Background: an optimization exercise with open tools, aiming at small area, a short achievable clock period and few clock cycles per item. Do not read the settings as production practice.
The RTL was checked by simulation tests, not by an equivalence proof against the original design.

Design dnn_relu_fix12, start of the top module:
module dnn_relu_fix12
     (input     logic                       clk,
      input     logic                       rst,
      input     logic                       start,
      input     logic                       reset,
      input     logic   signed      [11:0]  mem_data,
      output    logic   unsigned    [15:0]  mem_addr,
      output    logic                       done,
      output    logic               [119:0] out);
Settings: LEC_CHECK=0, CAP_MARGIN=20, CORE_MARGIN=2, CORE_UTILIZATION=60, CTS_CLUSTER_DIAMETER=100, CTS_CLUSTER_SIZE=24, SLEW_MARGIN=20; clock period 14.0 ns.
standard.sh (not shown) runs the stock make flow with config.mk's settings and CLKGATE_MAP_FILE= SYNTH_SCRIPT=/design/flow/synth_recipe.tcl, a recipe that flattens the netlist after the stock synthesis.
==> flow/flow/run.sh <==
#!/bin/bash
set -euo pipefail
export BUFFER_PORTS_ARGS="-buffer_cell sky130_fd_sc_hd__buf_2"
bash standard.sh finish > flow_make.log 2>&1
Testbench counts at the start, summed over its fixed seeds: cycles 146,938, items 48.
Change:
--- a/flow/design.v
+++ b/flow/design.v
@@ -584,39 +584,41 @@
         else if (v[10:7] != 0)  f_out = 12'd2047;
         else                    f_out = {v[7:0], 4'b0};
     endfunction
     logic [2:0]  mode;
     logic [8:0]  n;         
     logic [13:0] wrow;      
     logic [4:0]  wcnt;      
     logic [4:0]  ph;        
+    logic [4:0]  jn;        
     logic        clr;       
     logic [3:0]  kcnt;      
     logic [15:0] ma_q;      
     logic        start_q, reset_q;
     logic        wv_d, wv_m, wv_p;             
     logic        bv_d;                         
     logic        l2v_d, l2v_m, l2v_p;          
     logic        l2l_d, l2l_m, l2l_p;          
+    logic        fin_d, fin_m, fin_p;          
     logic signed [11:0] d_q;     
     logic signed [11:0] na;      
     logic signed [11:0] cur_a;   
     logic signed [11:0] p_q;     
     logic [24:0][11:0]  ring;
     logic [9:0][10:0]   ob;
     logic               ob_s;
     assign mem_addr = ma_q;
     always_comb begin : OUTW
         integer q;
         for (q = 0; q < 10; q = q + 1) out[12*q +: 12] = {1'b0, ob[q]};
     end
     wire        pend   = (n != 9'd0) && (na != 12'sd0);
     wire [4:0]  ph_inc = (ph == 5'd24) ? 5'd0 : ph + 5'd1;
-    wire [4:0]  jn     = (ph >= 5'd21) ? ph - 5'd21 : ph + 5'd4;
+    wire [4:0]  jn_inc = (jn == 5'd24) ? 5'd0 : jn + 5'd1;
     wire [15:0] waddr  = {2'b00, wrow} + {11'd0, jn};
     always_ff @(posedge clk or posedge rst) begin : CTRL
         if (rst) begin
             mode  <= M_IDLE;
             done  <= 1'b0;
             start_q <= 1'b0;
             reset_q <= 1'b0;
             wv_d  <= 1'b0;
@@ -624,38 +626,44 @@
             wv_p  <= 1'b0;
             bv_d  <= 1'b0;
             l2v_d <= 1'b0;
             l2v_m <= 1'b0;
             l2v_p <= 1'b0;
             l2l_d <= 1'b0;
             l2l_m <= 1'b0;
             l2l_p <= 1'b0;
+            fin_d <= 1'b0;
+            fin_m <= 1'b0;
+            fin_p <= 1'b0;
         end else begin
             start_q <= start;
             reset_q <= reset;
             if (reset) done <= 1'b0;
             wv_d  <= (mode == M_L1W);
             wv_m  <= wv_d;
             wv_p  <= wv_m;
             bv_d  <= (mode == M_BIAS) && (wcnt < 5'd10);
             l2v_d <= (mode == M_L2);
             l2v_m <= l2v_d;
             l2v_p <= l2v_m;
             l2l_d <= (mode == M_L2) && (ph == 5'd24);
             l2l_m <= l2l_d;
             l2l_p <= l2l_m;
+            fin_d <= (mode == M_L2) && (ph == 5'd24) && (kcnt == 4'd9);
+            fin_m <= fin_d;
+            fin_p <= fin_m;
             case (mode)
                 M_IDLE:  if (start_q) mode <= M_L1A;
                 M_L1A:   if (pend) mode <= M_L1W;
                          else if (n == 9'd401) mode <= M_BIAS;
                 M_L1W:   if (wcnt == 5'd24) mode <= (n == 9'd401) ? M_BIAS : M_L1A;
                 M_BIAS:  if (wcnt >= 5'd9 && ph == 5'd24) mode <= M_L2;
                 M_L2:    if (ph == 5'd24 && kcnt == 4'd9) mode <= M_FLUSH;
-                M_FLUSH: if (l2l_p) begin
+                M_FLUSH: if (fin_p) begin
                              mode <= M_DONE;
                              done <= 1'b1;
                          end
                 M_DONE:  if (reset_q) mode <= M_IDLE;
                 default: mode <= M_IDLE;
             endcase
         end
     end
@@ -676,22 +684,24 @@
             M_BIAS:  a_next = BASE_W2 + {7'd0, b_off};
             M_L2:    a_next = BASE_W2 + {7'd0, l2_off};
             default: ;
         endcase
     end
     always_ff @(posedge clk) begin : CNT
         ma_q <= a_next;
         ph <= ph_inc;
+        jn <= jn_inc;
         if (ph == 5'd24) clr <= 1'b0;
         case (mode)
             M_IDLE: begin
                 n      <= 9'd0;
                 wrow   <= 14'd376;
                 ph     <= 5'd0;
+                jn     <= 5'd4;
                 clr    <= 1'b1;
             end
             M_L1A: begin
                 wcnt <= 5'd0;
                 if (!pend && n != 9'd401) begin
                     n      <= n + 9'd1;
                     wrow   <= wrow + 14'd25;
                 end
What happened: The changed run ran to the end with no violations; hold slack improved by 9.7 ps; area after synthesis increases slightly; final cell count barely changes; die area climbs slightly; critical path depth stays the same; cell area increases slightly; worst setup slack gains 37 ps; sequential share of layout area grows by 0.54 points.
Testbench counts after the change, summed over its fixed seeds: cycles 146,938, items 48.

* * *

Setup of the previous run:
dnn_relu_fix12, a different RTL version from the one above (not shown whole).
Size in the first run: roughly 590 flip-flops, ~150 I/O pins, roughly 0.024 mm2 of cells after synthesis.
==> module dnn_relu_fix12, before the edit <==
module dnn_relu_fix12
     (input     logic                       clk,
      input     logic                       rst,
      input     logic                       start,
      input     logic                       reset,
      input     logic   signed      [11:0]  mem_data,
      output    logic   unsigned    [15:0]  mem_addr,
      output    logic                       done,
      output    logic               [119:0] out);
    localparam logic [15:0] BASE_W2 = 16'd10426;
    localparam logic [2:0] M_IDLE  = 3'd0,
                           M_L1A   = 3'd1,
                           M_L1W   = 3'd2,
                           M_BIAS  = 3'd3,
                           M_L2    = 3'd4,
                           M_FLUSH = 3'd5,
                           M_DONE  = 3'd6;
    function automatic logic signed [11:0] f_add(input logic signed [11:0] a,
                                                 input logic signed [11:0] b);
        logic signed [12:0] s;
        s = a + b;
        if (s < -13'sd2047)     f_add = -12'sd2047;
        else if (s > 13'sd2047) f_add = 12'sd2047;
        else                    f_add = s[11:0];
    endfunction
    function automatic logic [11:0] f_hid(input logic [11:0] v);
        if (v[11])              f_hid = 12'd0;
        else if (v[10] | v[9])  f_hid = 12'd1023;
        else                    f_hid = {v[10:0], 1'b0};
    endfunction
    function automatic logic [11:0] f_out(input logic [11:0] v);
        if (v[11])              f_out = 12'd0;
        else if (v[10:7] != 0)  f_out = 12'd2047;
        else                    f_out = {v[7:0], 4'b0};
    endfunction
    logic [2:0]  mode;
    logic [8:0]  n;         
    logic [13:0] wrow;      
    logic [4:0]  wcnt;      
    logic [4:0]  ph;        
    logic [4:0]  jn;        
    logic        clr;       
    logic [3:0]  kcnt;      
    logic [15:0] addr_q;
    logic        wv_d, wv_m, wv_p;             
    logic        bv_d;                         
    logic        l2v_d, l2v_m, l2v_p;          
    logic        l2f_d, l2f_m, l2f_p;          
    logic        fin_d, fin_m, fin_p, fin_a;   
    logic signed [11:0] d_q;     
    logic signed [11:0] na;      
    logic signed [11:0] cur_a;   
    logic signed [11:0] p_q;     
    logic signed [11:0] acc2;
    logic [24:0][11:0]  ring;
    logic [9:0][11:0]   ob;
    assign mem_addr = addr_q;
    assign out = ob;
    wire        pend   = (n != 9'd0) && (na != 12'sd0);
    wire [4:0]  ph_inc = (ph == 5'd24) ? 5'd0 : ph + 5'd1;
    wire [4:0]  jn_inc = (jn == 5'd24) ? 5'd0 : jn + 5'd1;
    wire [15:0] waddr  = {2'b00, wrow} + {11'd0, jn};
    always_ff @(posedge clk or posedge rst) begin : CTRL
        if (rst) begin
            mode  <= M_IDLE;
            done  <= 1'b0;
            wv_d  <= 1'b0;
            wv_m  <= 1'b0;
            wv_p  <= 1'b0;
            bv_d  <= 1'b0;
            l2v_d <= 1'b0;
            l2v_m <= 1'b0;
            l2v_p <= 1'b0;
            l2f_d <= 1'b0;
            l2f_m <= 1'b0;
            l2f_p <= 1'b0;
            fin_d <= 1'b0;
            fin_m <= 1'b0;
            fin_p <= 1'b0;
            fin_a <= 1'b0;
        end else begin
            wv_d  <= (mode == M_L1W);
            wv_m  <= wv_d;
            wv_p  <= wv_m;
            bv_d  <= (mode == M_BIAS) && (wcnt < 5'd10);
            l2v_d <= (mode == M_L2);
            l2v_m <= l2v_d;
            l2v_p <= l2v_m;
            l2f_d <= (mode == M_L2) && (ph == 5'd0);
            l2f_m <= l2f_d;
            l2f_p <= l2f_m;
            fin_d <= (mode == M_L2) && (ph == 5'd24) && (kcnt == 4'd9);
            fin_m <= fin_d;
            fin_p <= fin_m;
            fin_a <= fin_p;
            case (mode)
                M_IDLE:  if (start) mode <= M_L1A;
                M_L1A:   if (pend) mode <= M_L1W;
                         else if (n == 9'd401) mode <= M_BIAS;
                M_L1W:   if (wcnt == 5'd24) mode <= (n == 9'd401) ? M_BIAS : M_L1A;
                M_BIAS:  if (wcnt >= 5'd9 && ph == 5'd24) mode <= M_L2;
                M_L2:    if (ph == 5'd24 && kcnt == 4'd9) mode <= M_FLUSH;
                M_FLUSH: if (fin_a) begin
                             mode <= M_DONE;
                             done <= 1'b1;
                         end
                M_DONE:  if (reset) begin
                             mode <= M_IDLE;
                             done <= 1'b0;
                         end
                default: mode <= M_IDLE;
            endcase
        end
    end
    always_ff @(posedge clk) begin : CNT
        addr_q <= addr_q + 16'd1;
        ph <= ph_inc;
        jn <= jn_inc;
        if (ph == 5'd24) clr <= 1'b0;
        case (mode)
            M_IDLE: begin
                n      <= 9'd0;
                wrow   <= 14'd376;
                addr_q <= 16'd0;
                ph     <= 5'd0;
                jn     <= 5'd4;
                clr    <= 1'b1;
            end
            M_L1A: begin
                wcnt <= 5'd0;
                if (pend) begin
                    addr_q <= waddr;
                end else if (n == 9'd401) begin
                    addr_q <= BASE_W2;
                end else begin
                    n      <= n + 9'd1;
                    wrow   <= wrow + 14'd25;
                    addr_q <= {7'd0, n + 9'd1};
                end
            end
            M_L1W: begin
                wcnt <= wcnt + 5'd1;
                if (wcnt == 5'd24) begin
                    wcnt <= 5'd0;
                    if (n == 9'd401) begin
                        addr_q <= BASE_W2;
                    end else begin
                        n      <= n + 9'd1;
                        wrow   <= wrow + 14'd25;
                        addr_q <= {7'd0, n + 9'd1};
                    end
                end else begin
                    addr_q <= waddr;
                end
            end
            M_BIAS: begin
                kcnt <= 4'd0;
                if (wcnt < 5'd10) wcnt <= wcnt + 5'd1;
                if (wcnt >= 5'd9 && ph == 5'd24) addr_q <= BASE_W2 + 16'd10;
            end
            M_L2: begin
                if (ph == 5'd24) begin
                    kcnt   <= kcnt + 4'd1;
                    addr_q <= addr_q - 16'd239;
                end else begin
                    addr_q <= addr_q + 16'd10;
                end
            end
            default: ;
        endcase
    end
    wire signed [5:0]  w_hi = d_q[11:6];
    wire signed [6:0]  w_lo = {1'b0, d_q[5:0]};
    wire signed [17:0] pm_hi = cur_a * w_hi;
    wire signed [17:0] pm_lo = cur_a * w_lo;
    logic signed [16:0] m_hi;
    logic signed [11:0] m_lo;
    wire signed [16:0] m_sum = m_hi + {{5{m_lo[11]}}, m_lo};
    wire signed [11:0] head = ring[0];
    wire signed [11:0] ring_in = f_add(clr ? 12'sd0 : head, wv_p ? p_q : 12'sd0);
    wire signed [11:0] acc2_in = f_add(l2f_p ? ob[0] : acc2, p_q);
    always_ff @(posedge clk) begin : DP
        d_q <= mem_data;
        if (mode == M_L1A) na <= mem_data;
        if (mode == M_L1A && pend) cur_a <= na;
        else if (mode == M_L2) cur_a <= f_hid(head);
        m_hi <= pm_hi[16:0];
        m_lo <= pm_lo[17:6];
        p_q  <= m_sum[16:5];
        ring[23:0] <= ring[24:1];
        ring[24]   <= ring_in;
        if (l2v_p) acc2 <= acc2_in;
        if (bv_d) begin
            ob[8:0] <= ob[9:1];
            ob[9]   <= {d_q[11], d_q[11:1]};
        end else if ((l2v_p && l2f_p) || fin_a) begin
            ob[8:0] <= ob[9:1];
            ob[9]   <= f_out(acc2);
        end
    end
endmodule
clock: 14.0 ns
lec_check: 0
cap_margin: 20
core_margin: 2
core_utilization: 40
slew_margin: 20
run.sh (not shown) runs the stock make flow with config.mk's settings and CLKGATE_MAP_FILE= SYNTH_SCRIPT=/design/flow/synth_recipe.tcl, a recipe that flattens the netlist after the stock synthesis.
Stock flow here: none of the scripts above is used.
Testbench counts of the previous run, summed over its fixed seeds: cycles 146,938, items 48.
[inputs] the current run vs the previous run
diff --git a/flow/design.v b/flow/design.v
--- a/flow/design.v
+++ b/flow/design.v
@@ -563,12 +563,18 @@
                            M_L1A   = 3'd1,
                            M_L1W   = 3'd2,
                            M_BIAS  = 3'd3,
                            M_L2    = 3'd4,
                            M_FLUSH = 3'd5,
                            M_DONE  = 3'd6;
+    function automatic logic signed [11:0] f_mul(input logic signed [11:0] a,
+                                                 input logic signed [11:0] b);
+        logic signed [23:0] p;
+        p = a * b;
+        f_mul = p[22:11];
+    endfunction
     function automatic logic signed [11:0] f_add(input logic signed [11:0] a,
                                                  input logic signed [11:0] b);
         logic signed [12:0] s;
         s = a + b;
         if (s < -13'sd2047)     f_add = -12'sd2047;
         else if (s > 13'sd2047) f_add = 12'sd2047;
@@ -590,17 +596,17 @@
     logic [4:0]  wcnt;      
     logic [4:0]  ph;        
     logic [4:0]  jn;        
     logic        clr;       
     logic [3:0]  kcnt;      
     logic [15:0] addr_q;
-    logic        wv_d, wv_m, wv_p;             
-    logic        bv_d;                         
-    logic        l2v_d, l2v_m, l2v_p;          
-    logic        l2f_d, l2f_m, l2f_p;          
-    logic        fin_d, fin_m, fin_p, fin_a;   
+    logic        wv_d, wv_p;           
+    logic        bv_d;                 
+    logic        l2v_d, l2v_p;         
+    logic        l2f_d, l2f_p;         
+    logic        fin_d, fin_p, fin_a;  
     logic signed [11:0] d_q;     
     logic signed [11:0] na;      
     logic signed [11:0] cur_a;   
     logic signed [11:0] p_q;     
     logic signed [11:0] acc2;
     logic [24:0][11:0]  ring;
@@ -613,39 +619,31 @@
     wire [15:0] waddr  = {2'b00, wrow} + {11'd0, jn};
     always_ff @(posedge clk or posedge rst) begin : CTRL
         if (rst) begin
             mode  <= M_IDLE;
             done  <= 1'b0;
             wv_d  <= 1'b0;
-            wv_m  <= 1'b0;
             wv_p  <= 1'b0;
             bv_d  <= 1'b0;
             l2v_d <= 1'b0;
-            l2v_m <= 1'b0;
             l2v_p <= 1'b0;
             l2f_d <= 1'b0;
-            l2f_m <= 1'b0;
             l2f_p <= 1'b0;
             fin_d <= 1'b0;
-            fin_m <= 1'b0;
             fin_p <= 1'b0;
             fin_a <= 1'b0;
         end else begin
             wv_d  <= (mode == M_L1W);
-            wv_m  <= wv_d;
-            wv_p  <= wv_m;
+            wv_p  <= wv_d;
             bv_d  <= (mode == M_BIAS) && (wcnt < 5'd10);
             l2v_d <= (mode == M_L2);
-            l2v_m <= l2v_d;
-            l2v_p <= l2v_m;
+            l2v_p <= l2v_d;
             l2f_d <= (mode == M_L2) && (ph == 5'd0);
-            l2f_m <= l2f_d;
-            l2f_p <= l2f_m;
+            l2f_p <= l2f_d;
             fin_d <= (mode == M_L2) && (ph == 5'd24) && (kcnt == 4'd9);
-            fin_m <= fin_d;
-            fin_p <= fin_m;
+            fin_p <= fin_d;
             fin_a <= fin_p;
             case (mode)
                 M_IDLE:  if (start) mode <= M_L1A;
                 M_L1A:   if (pend) mode <= M_L1W;
                          else if (n == 9'd401) mode <= M_BIAS;
                 M_L1W:   if (wcnt == 5'd24) mode <= (n == 9'd401) ? M_BIAS : M_L1A;
@@ -661,23 +659,22 @@
                          end
                 default: mode <= M_IDLE;
             endcase
         end
     end
     always_ff @(posedge clk) begin : CNT
-        addr_q <= addr_q + 16'd1;
         ph <= ph_inc;
         jn <= jn_inc;
         if (ph == 5'd24) clr <= 1'b0;
         case (mode)
             M_IDLE: begin
                 n      <= 9'd0;
                 wrow   <= 14'd376;
                 addr_q <= 16'd0;
                 ph     <= 5'd0;
-                jn     <= 5'd4;
+                jn     <= 5'd3;
                 clr    <= 1'b1;
             end
             M_L1A: begin
                 wcnt <= 5'd0;
                 if (pend) begin
                     addr_q <= waddr;
@@ -705,42 +702,35 @@
                 end
             end
             M_BIAS: begin
                 kcnt <= 4'd0;
                 if (wcnt < 5'd10) wcnt <= wcnt + 5'd1;
                 if (wcnt >= 5'd9 && ph == 5'd24) addr_q <= BASE_W2 + 16'd10;
+                else if (wcnt < 5'd9) addr_q <= addr_q + 16'd1;
             end
             M_L2: begin
                 if (ph == 5'd24) begin
                     kcnt   <= kcnt + 4'd1;
                     addr_q <= addr_q - 16'd239;
                 end else begin
                     addr_q <= addr_q + 16'd10;
                 end
             end
             default: ;
         endcase
     end
-    wire signed [5:0]  w_hi = d_q[11:6];
-    wire signed [6:0]  w_lo = {1'b0, d_q[5:0]};
-    wire signed [17:0] pm_hi = cur_a * w_hi;
-    wire signed [17:0] pm_lo = cur_a * w_lo;
-    logic signed [16:0] m_hi;
-    logic signed [11:0] m_lo;
-    wire signed [16:0] m_sum = m_hi + {{5{m_lo[11]}}, m_lo};
+    wire signed [11:0] prod = f_mul(cur_a, d_q);
     wire signed [11:0] head = ring[0];
     wire signed [11:0] ring_in = f_add(clr ? 12'sd0 : head, wv_p ? p_q : 12'sd0);
     wire signed [11:0] acc2_in = f_add(l2f_p ? ob[0] : acc2, p_q);
     always_ff @(posedge clk) begin : DP
         d_q <= mem_data;
         if (mode == M_L1A) na <= mem_data;
         if (mode == M_L1A && pend) cur_a <= na;
         else if (mode == M_L2) cur_a <= f_hid(head);
-        m_hi <= pm_hi[16:0];
-        m_lo <= pm_lo[17:6];
-        p_q  <= m_sum[16:5];
+        p_q <= prod;
         ring[23:0] <= ring[24:1];
         ring[24]   <= ring_in;
         if (l2v_p) acc2 <= acc2_in;
         if (bv_d) begin
             ob[8:0] <= ob[9:1];
             ob[9]   <= {d_q[11], d_q[11:1]};
## What came out
The previous run → the current run: initial antenna violation count grew by 1; wire length level; smallest hold slack now smaller.
Against the previous run, the current run reports a total global-route track usage that is higher.
Sort the previous run and the current run by sequential share of layout area desc -> top: the previous run
The previous run was routed with more vias than the current run.
The current run: synthesized-area fraction occupied by and/or/nand/nor cells lower than the previous run
The standard cells in the current run occupy less silicon area than those in the previous run do.
For the previous run, the beginning of the critical path was d_q[3], unlike the current run, where it was d_q[11].
Testbench counts of the current run, summed over its fixed seeds: cycles 146,890, items 48.

## static timing again, ports no longer ideal
No port has a modelled driver above. Below, the same layouts with a new extraction and two added sets of constraints. Step 1 (the two cells are an assumption about what drives the block):
set clk [get_ports {clk}]
set_driving_cell -lib_cell sky130_fd_sc_hd__clkbuf_16 $clk
set_driving_cell -lib_cell sky130_fd_sc_hd__buf_2 [delete_from_list [all_inputs] $clk]
Step 2 also shifts input and output timing later by t, the mid clock arrival at the registers, as if the neighbouring blocks saw the same clock. Three values: ideal, step 1, step 2; two values: the first two.
run	shift t [ns]	setup slack, ns	worst hold slack (ns)	latest minus earliest clock arrival (ns)
the first run of note 1	0.645	9.936 / 9.883 / 10.374	0.308 / 0.308 / 0.308	0.027 / 0.027
the second run of note 1	0.640	9.973 / 9.918 / 10.404	0.318 / 0.318 / 0.318	0.020 / 0.020
the previous run	0.668	8.922 / 8.922 / 8.922	0.311 / 0.311 / 0.311	0.042 / 0.041
the current run	0.653	8.086 / 8.086 / 8.086	0.304 / 0.304 / 0.304	0.047 / 0.047
After both steps setup and hold are still met in every run listed.
